This is an optimization exercise on Yosys and OpenROAD, whose aim is small area and a short achievable clock period, not a production implementation. Only simulation tests tie the RTL to the original design; equivalence was not proved.

[flow/design.v]
module rv16_instr_dmux(rv16_dminstr_in, opcode_out, rs1_addr_out, rs2_addr_out, rd_addr_out);
	parameter DATA = 16, OPCODE = 4;
	input [DATA-1:0]rv16_dminstr_in;
	output [OPCODE-1:0]opcode_out;
	output [OPCODE-1:0]rs1_addr_out;
	output [OPCODE-1:0]rs2_addr_out;
	output [OPCODE-1:0]rd_addr_out;
  assign opcode_out   = rv16_dminstr_in[3:0];
  assign rs1_addr_out = rv16_dminstr_in[7:4];
  assign rs2_addr_out = rv16_dminstr_in[11:8];
  assign rd_addr_out  = rv16_dminstr_in[15:12];
endmodule
module rv16_register_file(rd_addr_in,rs1_addr_in,rs2_addr_in,rd_reg_in,rv16_reg_clock,rv16_reg_reset,rs1_reg_out,rs2_reg_out);
	  parameter DATA = 16, OPCODE = 4;
	  input [OPCODE-1:0]rd_addr_in;
	  input [OPCODE-1:0]rs1_addr_in;
	  input [OPCODE-1:0]rs2_addr_in;
	  input [DATA-1:0]rd_reg_in;
	  input rv16_reg_clock, rv16_reg_reset;
	  output [DATA-1:0]rs1_reg_out;
	  output [DATA-1:0]rs2_reg_out;
	  reg[15:0] reg_file[15:0];
	  integer i;
	  assign rs1_reg_out = reg_file[rs1_addr_in];
	  assign rs2_reg_out = reg_file[rs2_addr_in];
	  always@(posedge rv16_reg_clock)
		begin
		  if(rv16_reg_reset)
			begin
			  for(i=0; i<16; i=i+1)
				reg_file[i] <=0;
			end
		  else if(rd_addr_in !=0)
			reg_file[rd_addr_in] <=rd_reg_in;
		end
endmodule
module rv16_rs1_demux(rs1_fudmux_in, rs1_fudemux_opcode, rs1_ADD_unit_reg, rs1_SUB_unit_reg ,
		rs1_MUL_unit_reg, rs1_DIV_unit_reg, rs1_XOR_unit_reg, rs1_AND_unit_reg, rs1_OR_unit_reg);
	parameter DATA = 16, OPCODE = 4;
	input [DATA-1:0]rs1_fudmux_in;
	input [OPCODE-1:0]rs1_fudemux_opcode;
	output [DATA-1:0]rs1_ADD_unit_reg, rs1_SUB_unit_reg ,rs1_MUL_unit_reg, rs1_DIV_unit_reg, rs1_XOR_unit_reg, rs1_AND_unit_reg, rs1_OR_unit_reg;
	assign rs1_ADD_unit_reg = rs1_fudmux_in & {DATA{(rs1_fudemux_opcode == 4'b0000)}};
	assign rs1_SUB_unit_reg = rs1_fudmux_in & {DATA{(rs1_fudemux_opcode == 4'b0001)}};
	assign rs1_MUL_unit_reg = rs1_fudmux_in & {DATA{(rs1_fudemux_opcode == 4'b0010)}};
	assign rs1_DIV_unit_reg = rs1_fudmux_in & {DATA{(rs1_fudemux_opcode == 4'b0011)}};
	assign rs1_XOR_unit_reg = rs1_fudmux_in & {DATA{(rs1_fudemux_opcode == 4'b0100)}};
	assign rs1_AND_unit_reg = rs1_fudmux_in & {DATA{(rs1_fudemux_opcode == 4'b0101)}};
	assign rs1_OR_unit_reg  = rs1_fudmux_in & {DATA{(rs1_fudemux_opcode == 4'b0110)}};
endmodule
module rv16_rs2_demux(rs2_fudmux_in, rs2_fudemux_opcode, rs2_ADD_unit_reg, rs2_SUB_unit_reg ,
		rs2_MUL_unit_reg, rs2_DIV_unit_reg, rs2_XOR_unit_reg, rs2_AND_unit_reg, rs2_OR_unit_reg);
	parameter DATA = 16, OPCODE = 4;
	input [DATA-1:0]rs2_fudmux_in;
	input [OPCODE-1:0]rs2_fudemux_opcode;
	output [DATA-1:0]rs2_ADD_unit_reg, rs2_SUB_unit_reg ,rs2_MUL_unit_reg, rs2_DIV_unit_reg, rs2_XOR_unit_reg, rs2_AND_unit_reg, rs2_OR_unit_reg;
	assign rs2_ADD_unit_reg = rs2_fudmux_in & {DATA{(rs2_fudemux_opcode == 4'b0000)}};
	assign rs2_SUB_unit_reg = rs2_fudmux_in & {DATA{(rs2_fudemux_opcode == 4'b0001)}};
	assign rs2_MUL_unit_reg = rs2_fudmux_in & {DATA{(rs2_fudemux_opcode == 4'b0010)}};
	assign rs2_DIV_unit_reg = rs2_fudmux_in & {DATA{(rs2_fudemux_opcode == 4'b0011)}};
	assign rs2_XOR_unit_reg = rs2_fudmux_in & {DATA{(rs2_fudemux_opcode == 4'b0100)}};
	assign rs2_AND_unit_reg = rs2_fudmux_in & {DATA{(rs2_fudemux_opcode == 4'b0101)}};
	assign rs2_OR_unit_reg  = rs2_fudmux_in & {DATA{(rs2_fudemux_opcode == 4'b0110)}};
endmodule
module rv16_add_unit(rs1_add_in, rs2_add_in, rp_cin, rd_add_out, rp_cout);
	parameter DATA = 16;
	input [DATA-1:0]rs1_add_in;
	input [DATA-1:0]rs2_add_in;
	input rp_cin;
	output [DATA-1:0]rd_add_out;
	output rp_cout;
	wire [DATA:0]c;
	assign c[0] = rp_cin;
	assign rp_cout = c[DATA];
	genvar k;
	generate
		for (k = 0; k < DATA; k = k + 1) begin : RP
			full_adder FA(.a(rs1_add_in[k]), .b(rs2_add_in[k]), .cin(c[k]), .f_out(rd_add_out[k]), .f_cout(c[k+1]));
		end
	endgenerate
endmodule
module half_adder(a,b,h_out,h_cout);
	input a,b;
	output h_out, h_cout;
	xor(h_out,a,b);
	and(h_cout,a,b);
endmodule
module full_adder(a,b,cin,f_out,f_cout);
	input a,b,cin;
	output f_cout, f_out;
	wire carry1, carry2, s;
	half_adder F1(.a(a), .b(b), .h_out(carry1), .h_cout(carry2));
	half_adder F2(.a(carry1), .b(cin), .h_out(f_out), .h_cout(s));
	or OR(f_cout,s,carry2);
endmodule
module rv16_sub_unit(rs1_sub_in,rs2_sub_in,bin,rd_sub_out,bout);
	parameter DATA = 16;
	input [DATA-1:0]rs1_sub_in;
	input [DATA-1:0]rs2_sub_in;
	input bin;
	output [DATA-1:0]rd_sub_out;
	output bout;
	wire [DATA:0]b;
	assign b[0] = bin;
	assign bout = b[DATA];
	genvar k;
	generate
		for (k = 0; k < DATA; k = k + 1) begin : F
			full_sub FS(rs1_sub_in[k],rs2_sub_in[k],b[k],rd_sub_out[k],b[k+1]);
		end
	endgenerate
endmodule
module full_sub(a,b,bin,f_out,f_bout);
	input a,b,bin;
	output f_bout,f_out;
	wire h_out, h_bout, b2;
	xor HXOR(h_out,a,b);
	and HAND(h_bout,~a,b);
	xor H2XOR(f_out,h_out,bin);
	and HAND2(b2,~h_out,bin);
	or HOR(f_bout,b2,h_bout);
endmodule
module full_add #(parameter DATA=16)
  (
    input [DATA-1:0] a,
    input [DATA-1:0] b,
    output [DATA-1:0] mul_o);
  assign mul_o = a + b;
endmodule
module rv16_mult_unit(rs1_mult_in, rs2_mult_in, rd_mult_out);
  parameter DATA = 16;
  input  [DATA-1:0] rs1_mult_in;
  input  [DATA-1:0] rs2_mult_in;
  output [2*DATA-1:0] rd_mult_out;
  wire [DATA-1:0] temp1 [0:DATA-1];
  wire [2*DATA-1:0] temp2 [0:DATA-1];
  wire [2*DATA-1:0] temp3 [0:DATA-1];
  assign temp1[0] = rs2_mult_in[0] ? rs1_mult_in : {DATA{1'b0}};
  assign temp2[0] = {{DATA{1'b0}}, temp1[0]};
  assign temp3[0] = temp2[0];
  genvar i;
  generate
    for(i=1; i<=DATA-1; i=i+1) begin : PP
      assign temp1[i] = rs2_mult_in[i] ? rs1_mult_in : {DATA{1'b0}};
      assign temp2[i] = {{DATA{1'b0}}, temp1[i]} << i;
      full_add #(2*DATA) fa ( .a (temp3[i-1]),
                              .b (temp2[i]),
                              .mul_o (temp3[i])
                            );
    end
  endgenerate
  assign rd_mult_out = temp3[DATA-1];
endmodule
module rv16_div_unit(rs1_div_in, rs2_div_in, rd_div_rem, rd_div_quo);
	parameter DATA=16;
	input [DATA-1:0] rs1_div_in, rs2_div_in;
	output reg [DATA-1:0] rd_div_quo, rd_div_rem;
	integer i;
	reg [DATA:0] divisor_copy;
	reg [DATA-1:0] dividend_copy;
	reg [DATA:0] temp;
	always @(rs1_div_in or rs2_div_in)
		begin
			divisor_copy = {1'b0, rs2_div_in};
			dividend_copy = rs1_div_in;
			temp = 0;
		  for(i = 0;i < DATA;i = i + 1)
			begin
			  temp = {temp[DATA-1:0], dividend_copy[DATA-1]};
			  dividend_copy[DATA-1:1] = dividend_copy[DATA-2:0];
				temp = temp - divisor_copy;
			  if(temp[DATA] == 1)
				begin
					dividend_copy[0] = 0;
					temp = temp + divisor_copy;
				end
				else
				begin
					dividend_copy[0] = 1;
				end
			end
			rd_div_quo = dividend_copy;
			rd_div_rem = temp[DATA-1:0];
		end
endmodule
module rv16_xor_unit(rs1_xor_in,rs2_xor_in,rd_xor_out);
	parameter DATA = 16;
	input [DATA-1:0]rs1_xor_in;
	input [DATA-1:0]rs2_xor_in;
	output [DATA-1:0]rd_xor_out;
	assign rd_xor_out = rs1_xor_in ^ rs2_xor_in;
endmodule
module rv16_and_unit(rs1_and_in,rs2_and_in,rd_and_out);
	parameter DATA = 16;
	input [DATA-1:0]rs1_and_in;
	input [DATA-1:0]rs2_and_in;
	output [DATA-1:0]rd_and_out;
	assign rd_and_out = rs1_and_in & rs2_and_in;
endmodule
module rv16_or_unit(rs1_or_in,rs2_or_in,rd_or_out);
	parameter DATA = 16;
	input [DATA-1:0]rs1_or_in;
	input [DATA-1:0]rs2_or_in;
	output [DATA-1:0]rd_or_out;
	assign rd_or_out = rs1_or_in | rs2_or_in;
endmodule
module rv16_rd_fumux(rd_ADD_in, rd_SUB_in, rd_MUL_in, rd_DIV_in, rd_XOR_in, rd_AND_in, rd_OR_in, rd_LD_in, rd_fumux_opcode, rd_fumux_out);
	parameter DATA = 16, OPCODE = 4;
	input [DATA-1:0]rd_ADD_in, rd_SUB_in, rd_MUL_in, rd_DIV_in, rd_XOR_in, rd_AND_in, rd_OR_in, rd_LD_in;
	input [OPCODE-1:0]rd_fumux_opcode;
	output [DATA-1:0]rd_fumux_out;
	assign rd_fumux_out = (rd_ADD_in & {DATA{(rd_fumux_opcode == 4'b0000)}})
	                    | (rd_SUB_in & {DATA{(rd_fumux_opcode == 4'b0001)}})
	                    | (rd_MUL_in & {DATA{(rd_fumux_opcode == 4'b0010)}})
	                    | (rd_DIV_in & {DATA{(rd_fumux_opcode == 4'b0011)}})
	                    | (rd_XOR_in & {DATA{(rd_fumux_opcode == 4'b0100)}})
	                    | (rd_AND_in & {DATA{(rd_fumux_opcode == 4'b0101)}})
	                    | (rd_OR_in  & {DATA{(rd_fumux_opcode == 4'b0110)}})
	                    | (rd_LD_in  & {DATA{(rd_fumux_opcode == 4'b0111)}});
endmodule
module rv16_cpu_top(rv16_cpu_clock, rv16_cpu_reset, rv16_cpu_dminstr_in, rv16_cpu_dmdata_in, rv16_cpu_addr_out, rv16_cpu_dmdata_out);
	parameter DATA = 16;
	parameter OPCODE = 4;
	input rv16_cpu_clock;
	input rv16_cpu_reset;
	input [DATA-1:0]rv16_cpu_dminstr_in;
	input [DATA-1:0]rv16_cpu_dmdata_in;
	output reg [DATA-1:0]rv16_cpu_addr_out;
	output reg [DATA-1:0]rv16_cpu_dmdata_out;
	wire [OPCODE-1:0]opcode_out;
	wire [OPCODE-1:0]rs1_addr_out;
	wire [OPCODE-1:0]rs2_addr_out;
	wire [OPCODE-1:0]rd_addr_out;
	rv16_instr_dmux IDMUX (.rv16_dminstr_in(rv16_cpu_dminstr_in), .opcode_out(opcode_out), .rs1_addr_out(rs1_addr_out), .rs2_addr_out(rs2_addr_out), .rd_addr_out(rd_addr_out));
	wire [DATA-1:0]rs1_reg_out;
	wire [DATA-1:0]rs2_reg_out;
	wire [DATA-1:0]rd_fumux_out;
	rv16_register_file REGF (.rd_addr_in(rd_addr_out), .rs1_addr_in(rs1_addr_out), .rs2_addr_in(rs2_addr_out), .rd_reg_in(rd_fumux_out),
						.rv16_reg_clock(rv16_cpu_clock), .rv16_reg_reset(rv16_cpu_reset), .rs1_reg_out(rs1_reg_out), .rs2_reg_out(rs2_reg_out));
	wire [DATA-1:0]rs1_ADD_unit_reg, rs1_SUB_unit_reg ,rs1_MUL_unit_reg, rs1_DIV_unit_reg, rs1_XOR_unit_reg, rs1_AND_unit_reg, rs1_OR_unit_reg;
	rv16_rs1_demux RS1DMUX (rs1_reg_out, opcode_out, rs1_ADD_unit_reg, rs1_SUB_unit_reg ,
		rs1_MUL_unit_reg, rs1_DIV_unit_reg, rs1_XOR_unit_reg, rs1_AND_unit_reg, rs1_OR_unit_reg);
	wire [DATA-1:0]rs2_ADD_unit_reg, rs2_SUB_unit_reg ,rs2_MUL_unit_reg, rs2_DIV_unit_reg, rs2_XOR_unit_reg, rs2_AND_unit_reg, rs2_OR_unit_reg;
	rv16_rs2_demux RS2DMUX (rs2_reg_out, opcode_out, rs2_ADD_unit_reg, rs2_SUB_unit_reg ,
		rs2_MUL_unit_reg, rs2_DIV_unit_reg, rs2_XOR_unit_reg, rs2_AND_unit_reg, rs2_OR_unit_reg);
	wire [DATA-1:0]rd_add_out;
	wire rp_cout;
	rv16_add_unit ADDERUNIT (.rs1_add_in(rs1_ADD_unit_reg), .rs2_add_in(rs2_ADD_unit_reg), .rp_cin(1'b0), .rd_add_out(rd_add_out), .rp_cout(rp_cout));
	wire [DATA-1:0]rd_sub_out;
	wire bout;
	rv16_sub_unit SUBUNIT (.rs1_sub_in(rs1_SUB_unit_reg), .rs2_sub_in(rs2_SUB_unit_reg), .bin(1'b0), .rd_sub_out(rd_sub_out), .bout(bout));
	wire [2*DATA-1:0]rd_mult_out;
	rv16_mult_unit MULTUNIT(.rs1_mult_in(rs1_MUL_unit_reg), .rs2_mult_in(rs2_MUL_unit_reg), .rd_mult_out(rd_mult_out));
	wire [DATA-1:0] rd_div_quo, rd_div_rem;
	rv16_div_unit DIVUNIT(.rs1_div_in(rs1_DIV_unit_reg), .rs2_div_in(rs2_DIV_unit_reg), .rd_div_quo(rd_div_quo), .rd_div_rem(rd_div_rem));
	wire [DATA-1:0]rd_xor_out;
	rv16_xor_unit XORUNIT(.rs1_xor_in(rs1_XOR_unit_reg), .rs2_xor_in(rs2_XOR_unit_reg), .rd_xor_out(rd_xor_out));
	wire [DATA-1:0]rd_and_out;
	rv16_and_unit ANDUNIT (rs1_AND_unit_reg,rs2_AND_unit_reg,rd_and_out);
	wire [DATA-1:0]rd_or_out;
	rv16_or_unit ORUNIT (rs1_OR_unit_reg,rs2_OR_unit_reg,rd_or_out);
	rv16_rd_fumux RDMUX (rd_add_out, rd_sub_out, rd_mult_out[DATA-1:0], rd_div_quo, rd_xor_out, rd_and_out, rd_or_out, rv16_cpu_dmdata_in,
		opcode_out, rd_fumux_out);
	always @(posedge rv16_cpu_clock)
		begin
			if(rv16_cpu_reset)
				begin
					rv16_cpu_addr_out   <= 0;
					rv16_cpu_dmdata_out <= 0;
				end
			else
				begin
					rv16_cpu_addr_out   <= {{(DATA-OPCODE){1'b0}}, rd_addr_out};
					rv16_cpu_dmdata_out <= rd_fumux_out;
				end
		end
endmodule
[flow/run.sh]
#!/bin/bash
# synth_recipe.tcl (not shown) runs the flow's synth.tcl, then flattens the netlist and writes it again
# the make line also repeats each setting of config.mk as NAME=value (left out here)
make -C /OpenROAD-flow-scripts/flow DESIGN_CONFIG=/design/flow/config.mk WORK_HOME=/design/flow/orfs CLKGATE_MAP_FILE= SYNTH_SCRIPT=/design/flow/synth_recipe.tcl finish
[flow/config.mk]
export PLATFORM = sky130hd
export DESIGN_NAME = rv16_cpu_top
export DESIGN_NICKNAME = rv16_cpu_top
export VERILOG_FILES = /design/flow/design.v
export SDC_FILE = /design/flow/constraint.sdc
export NUM_CORES = 4
export LEC_CHECK = 0
export CAP_MARGIN = 20
export CORE_MARGIN = 2
export CORE_UTILIZATION = 40
export SLEW_MARGIN = 20
[flow/constraint.sdc]
create_clock -name core_clock -period 66.0 [get_ports {rv16_cpu_clock}]
set_input_delay 13.2000 -clock core_clock [delete_from_list [all_inputs] [get_ports {rv16_cpu_clock}]]
set_output_delay 13.2000 -clock core_clock [all_outputs]
set_load 0.01 [all_outputs]
==> run summary <==
==> sequential cells by signal, indices dropped and copies added (netlist names) <==
name	count
rv16_cpu_addr_out	4
rv16_cpu_dmdata_out	16
REGF.reg_file	256
==> worst max-delay path, delay by kind of cell <==
kind | cells | cell delay (ps)
buffers and inverters | 17 | 1950
AOI/OAI and AO/OA | 161 | 25400
xor gates and xnor gates | 26 | 5500
muxes | 13 | 3660
and+or+nand+nor | 64 | 8500
adders and majority gates | 18 | 5110
==> cell families (layout without fill, tap and decap cells) <==
kind of cell	after synthesis	count (layout)	share of synthesized area [%]
AO/OA/AOI/OAI	1083	1084	17.21
AND/OR/NAND/NOR	1464	1464	15.98
flip-flops	276	276	19.67
adder cells (fa/ha/maj)	683	683	23.34
buffers and inverters	429	898	4.208
other	1	34	0.009119
XOR/XNOR	406	406	8.720
multiplexers	256	256	10.87
==> worst max-delay path by stage <==
stage,end,cells after the start,startpoint
after floorplan,REGF.reg_file[10][0]$_SDFFCE_PN0P_,318,rv16_cpu_dminstr_in[8]
after global placement,REGF.reg_file[2][0]$_SDFFCE_PN0P_,299,rv16_cpu_dminstr_in[4]
after detailed placement,REGF.reg_file[6][0]$_SDFFCE_PN0P_,300,rv16_cpu_dminstr_in[4]
after CTS,REGF.reg_file[6][0]$_SDFFCE_PN0P_,302,rv16_cpu_dminstr_in[4]
after global routing,REGF.reg_file[6][0]$_SDFFCE_PN0P_,301,rv16_cpu_dminstr_in[4]
final,REGF.reg_file[6][0]$_SDFFCE_PN0P_,299,rv16_cpu_dminstr_in[4]
==> cells in the mapped netlist, types with 16 or more instances <==
cell type	instances	area, µm²
nor2_1	554	2079
ha_1	543	6794
nand2_1	446	1674
o21ai_0	293	1466
edfxtp_1	256	7687
xnor2_1	255	2233
inv_1	238	893.4
a21o_1	236	1772
a21oi_1	205	1026
xor2_1	149	1305
mux4_2	145	3266
fa_1	140	2803
clkbuf_1	137	514.2
nand2b_1	87	544.3
nor2b_1	77	481.7
mux2_2	69	777.0
nand3_1	68	340.3
a21boi_0	65	488.0
and2_1	61	381.6
nor3_1	57	285.3
mux2i_1	41	410.4
and3_1	32	200.2
o21bai_1	30	225.2
a31oi_1	24	150.1
o21a_1	23	172.7
a22oi_1	20	150.1
dfxtp_1	20	400.4
buf_2	18	90.09
o21ai_1	18	90.09
buf_4	16	120.1
o21ba_1	16	160.2
==> per-stage QoR <==
| step | setup WS [ps] |
|---|---|
| global route | -506.9 |
| floorplan | 26.50 |
| CTS | 18.40 |
| finish | 2810 |
| global placement | -60.03 |
| detailed placement | -1024 |
==> repair_timing <==
action	4_1_cts	5_1_grt
cloned	0	1
hold endpoints to repair	0	0
buffers inserted	3	54
pin swaps	9	202
hold buffers	0	0
endpoints found under the setup margin	16	32
gates resized for setup	10	182
==> layer usage <==
metal	part of all wire (%)	GRT usage (%)	up-vias	routed length, µm
met3	10	5.997	224	13870
met2	44	40.16	1408	61330
met1	42	34.48	17520	58750
met4	3.2	6.975	0	4376
met5	0	0	-	0
li1	-	-	17450	-
==> cell usage in the layout, fill, tap and decap left out, types with 14 or more instances in the layout <==
cell,netlist,final
nor2_1,554,544
or3_1,15,15
a21oi_2,2,17
mux2i_1,41,37
a22oi_1,20,20
a21boi_0,65,36
nor3_1,57,52
and3_1,32,30
xnor2_1,255,242
and2_1,61,54
inv_1,238,235
clkbuf_16,0,30
clkdlybuf4s50_1,0,46
mux2_2,69,68
o21ai_2,0,21
fa_1,140,131
o21ai_1,18,52
o21ba_1,16,15
nand3_1,68,67
nand2_1,446,441
a21o_1,236,236
ha_1,543,539
a21boi_1,0,15
a21oi_1,205,187
o21a_1,23,23
xor2_1,149,142
mux4_2,145,145
nand2b_1,87,85
a21boi_2,0,14
o21ai_0,293,238
edfxtp_1,256,256
a31oi_1,24,19
o21bai_1,30,30
conb_1,1,28
dfxtp_1,20,20
buf_4,16,540
nor2b_1,77,72
==> area by class of cell <==
class / count / area share, %
antenna: 6 / 0.03082
clock buffer: 34 / 1.572
clock inverter: 20 / 0.3647
inverter: 239 / 1.842
multi-input combinational: 3921 / 66.32
sequential: 276 / 16.60
tap: 1368 / 3.514
timing repair buffer: 605 / 9.755
==> metrics.md <==
| Metric | Value |
|---|---|
| DP Area | `approximately 47000 µm²` |
| Hold WS | `1757 ps` |
| Async S/R FF share, synth | `0%` |
| Die Y | `324.6 µm` |
| Port buffer count | `53` |
| Gr usage total | `between 20 and 30%` |
| EDFF count, synth | `256` |
| First-pass GRT wire length | `just over 200000 µm` |
| Seq/Total Area, Yosys | `around 20%` |
| Vias | `between 30000 and 40000` |
| Req. time, crit path | `66320 ps` |
| Root Buffer | `clkbuf_16` |
| Data arrival time of the critical path | `roughly 64000 ps` |
| I/O pins | `66` |
| Worst-path clk slew | `approximately 60 ps` |
| Reg-to-Reg End | `REGF.reg_file[6][0]$_SDFFCE_PN0P_` |
| Final Cycle Share | `a little over nine tenths` |
| Initial DRC Count | `3284` |
| Gp weighted congestion | `approximately 0.95` |
| Drt first pass iters | `8` |
| Hold Path Class | `flop to flop` |
| Actual slew at the worst max-slew pin | `~1100 ps` |
| Skew-Pair Late Insertion Delay | `roughly 600 ps` |
| Die footprint | `105400 µm²` |
| Clock period minus worst slack | `~63000 ps` |
| Fillers | `approximately 9700` |
| Final instance area | `around 49000 µm²` |
| Non-Filler Instances | `about 6500` |
| Setup_tns | `0 ps` |
| Final setup vio count | `0` |
| WHS Endpoint | `REGF.reg_file[2][13]$_SDFFCE_PN0P_` |
| Pin count of the biggest net entering global routing | `53` |
| Hold Startpoint | `REGF.reg_file[11][13]$_SDFFCE_PN0P_` |
| Length in cells of the worst reg-to-reg path | `roughly 300` |
| Initial core utilization | `between 40% and 50%` |
| Area of the multi-input gates | `32300 µm²` |
| CTS sink cnt | `276` |
| Post-Place Cells | `between 6000 and 7000` |
| Fmax | `about 16 MHz` |
| DRT Wirelength | `between 100000 and 150000 µm` |
| Yosys reg bits | `approximately 280` |
| Distinct cell type count after synthesis | `90` |
| Antenna-violating nets left | `0` |
| Core area | `roughly 100000 µm²` |
| Worst path max stage delay | `roughly 590 ps` |
| CP Capture Type | `flop` |
| Synth warn | `4` |
| Post-DP HPWL | `100100 µm` |
| Synth-to-Final Area Change | `18.46%` |
| Number of global-route vias before repair | `35330` |
| # rows | `117` |
| Gr ovfl total | `0` |
| Maximum clock insertion buffer count | `3` |
| Crit path top cell by count | `o21ai_1` |
| Clock Skews | `45.61 ps` |
| Syn avg cell area | `8.943 µm²` |
| R2r setup slk | `between 15000 and 20000 ps` |
| Critical path type | `primary input to flop` |
| Post-route DRC | `0` |
| Slew HR | `a little under a quarter` |
| Final Slew Violations | `0` |
| Reg area | `~8100 µm²` |
| Slowest cell on crit path | `mux4_2` |
| Top FF cell, synth | `edfxtp_1` |
| Initial antenna violation count | `4` |
| # nets final | `slightly below 6000` |
| Finished Core Util | `47.81%` |
| Startpoint types | `primary input` |
| Reg-to-Reg Start | `REGF.reg_file[15][15]$_SDFFCE_PN0P_` |
| Maxcap violations | `0` |
| Mapped Cells | `4598` |
| Drt via density | `5.658` |
| Avg WL per Cell | `21.38 µm` |
| TritonCTS clock tree | `yes` |
| H-Tree Depth | `1` |
| Hold path cells | `8` |
| Status | `complete, no violations` |
| Die X | `324.6 µm` |
| Share of cells above drive strength 1 | `between 10% and 20%` |
| CP Max Fanout | `8` |
| Fin. Hold Viols | `0` |
| Mapped Area | `41120 µm²` |
| TritonCTS Buffers | `30` |

## static timing again, ports no longer ideal
Ports are ideal in the flow. The routed layout listed here was re-timed in OpenROAD.
Step 1 sets driving cells, clkbuf_16 on the clock port and buf_2 on the other inputs (assumed; they add their load-dependent delay and slew).
Step 2 moves the port delays by t, midway between the first and last clock arrival at a register: inputs arrive t later, outputs are due t later. That takes back most of the time a late clock gives input paths.
Three values: no drivers, after step 1, after step 2; two values: the first two.
shift t [ns]: 0.635
setup WS [ns]: 2.810 / 2.769 / 2.133
worst setup path after step 2: input to register
worst data-port slew with drivers (ns): 0.10
After both steps this run still meets setup and hold. The setup slack of this run moves by -0.041 ns with the drivers and by -0.677 ns with both steps.
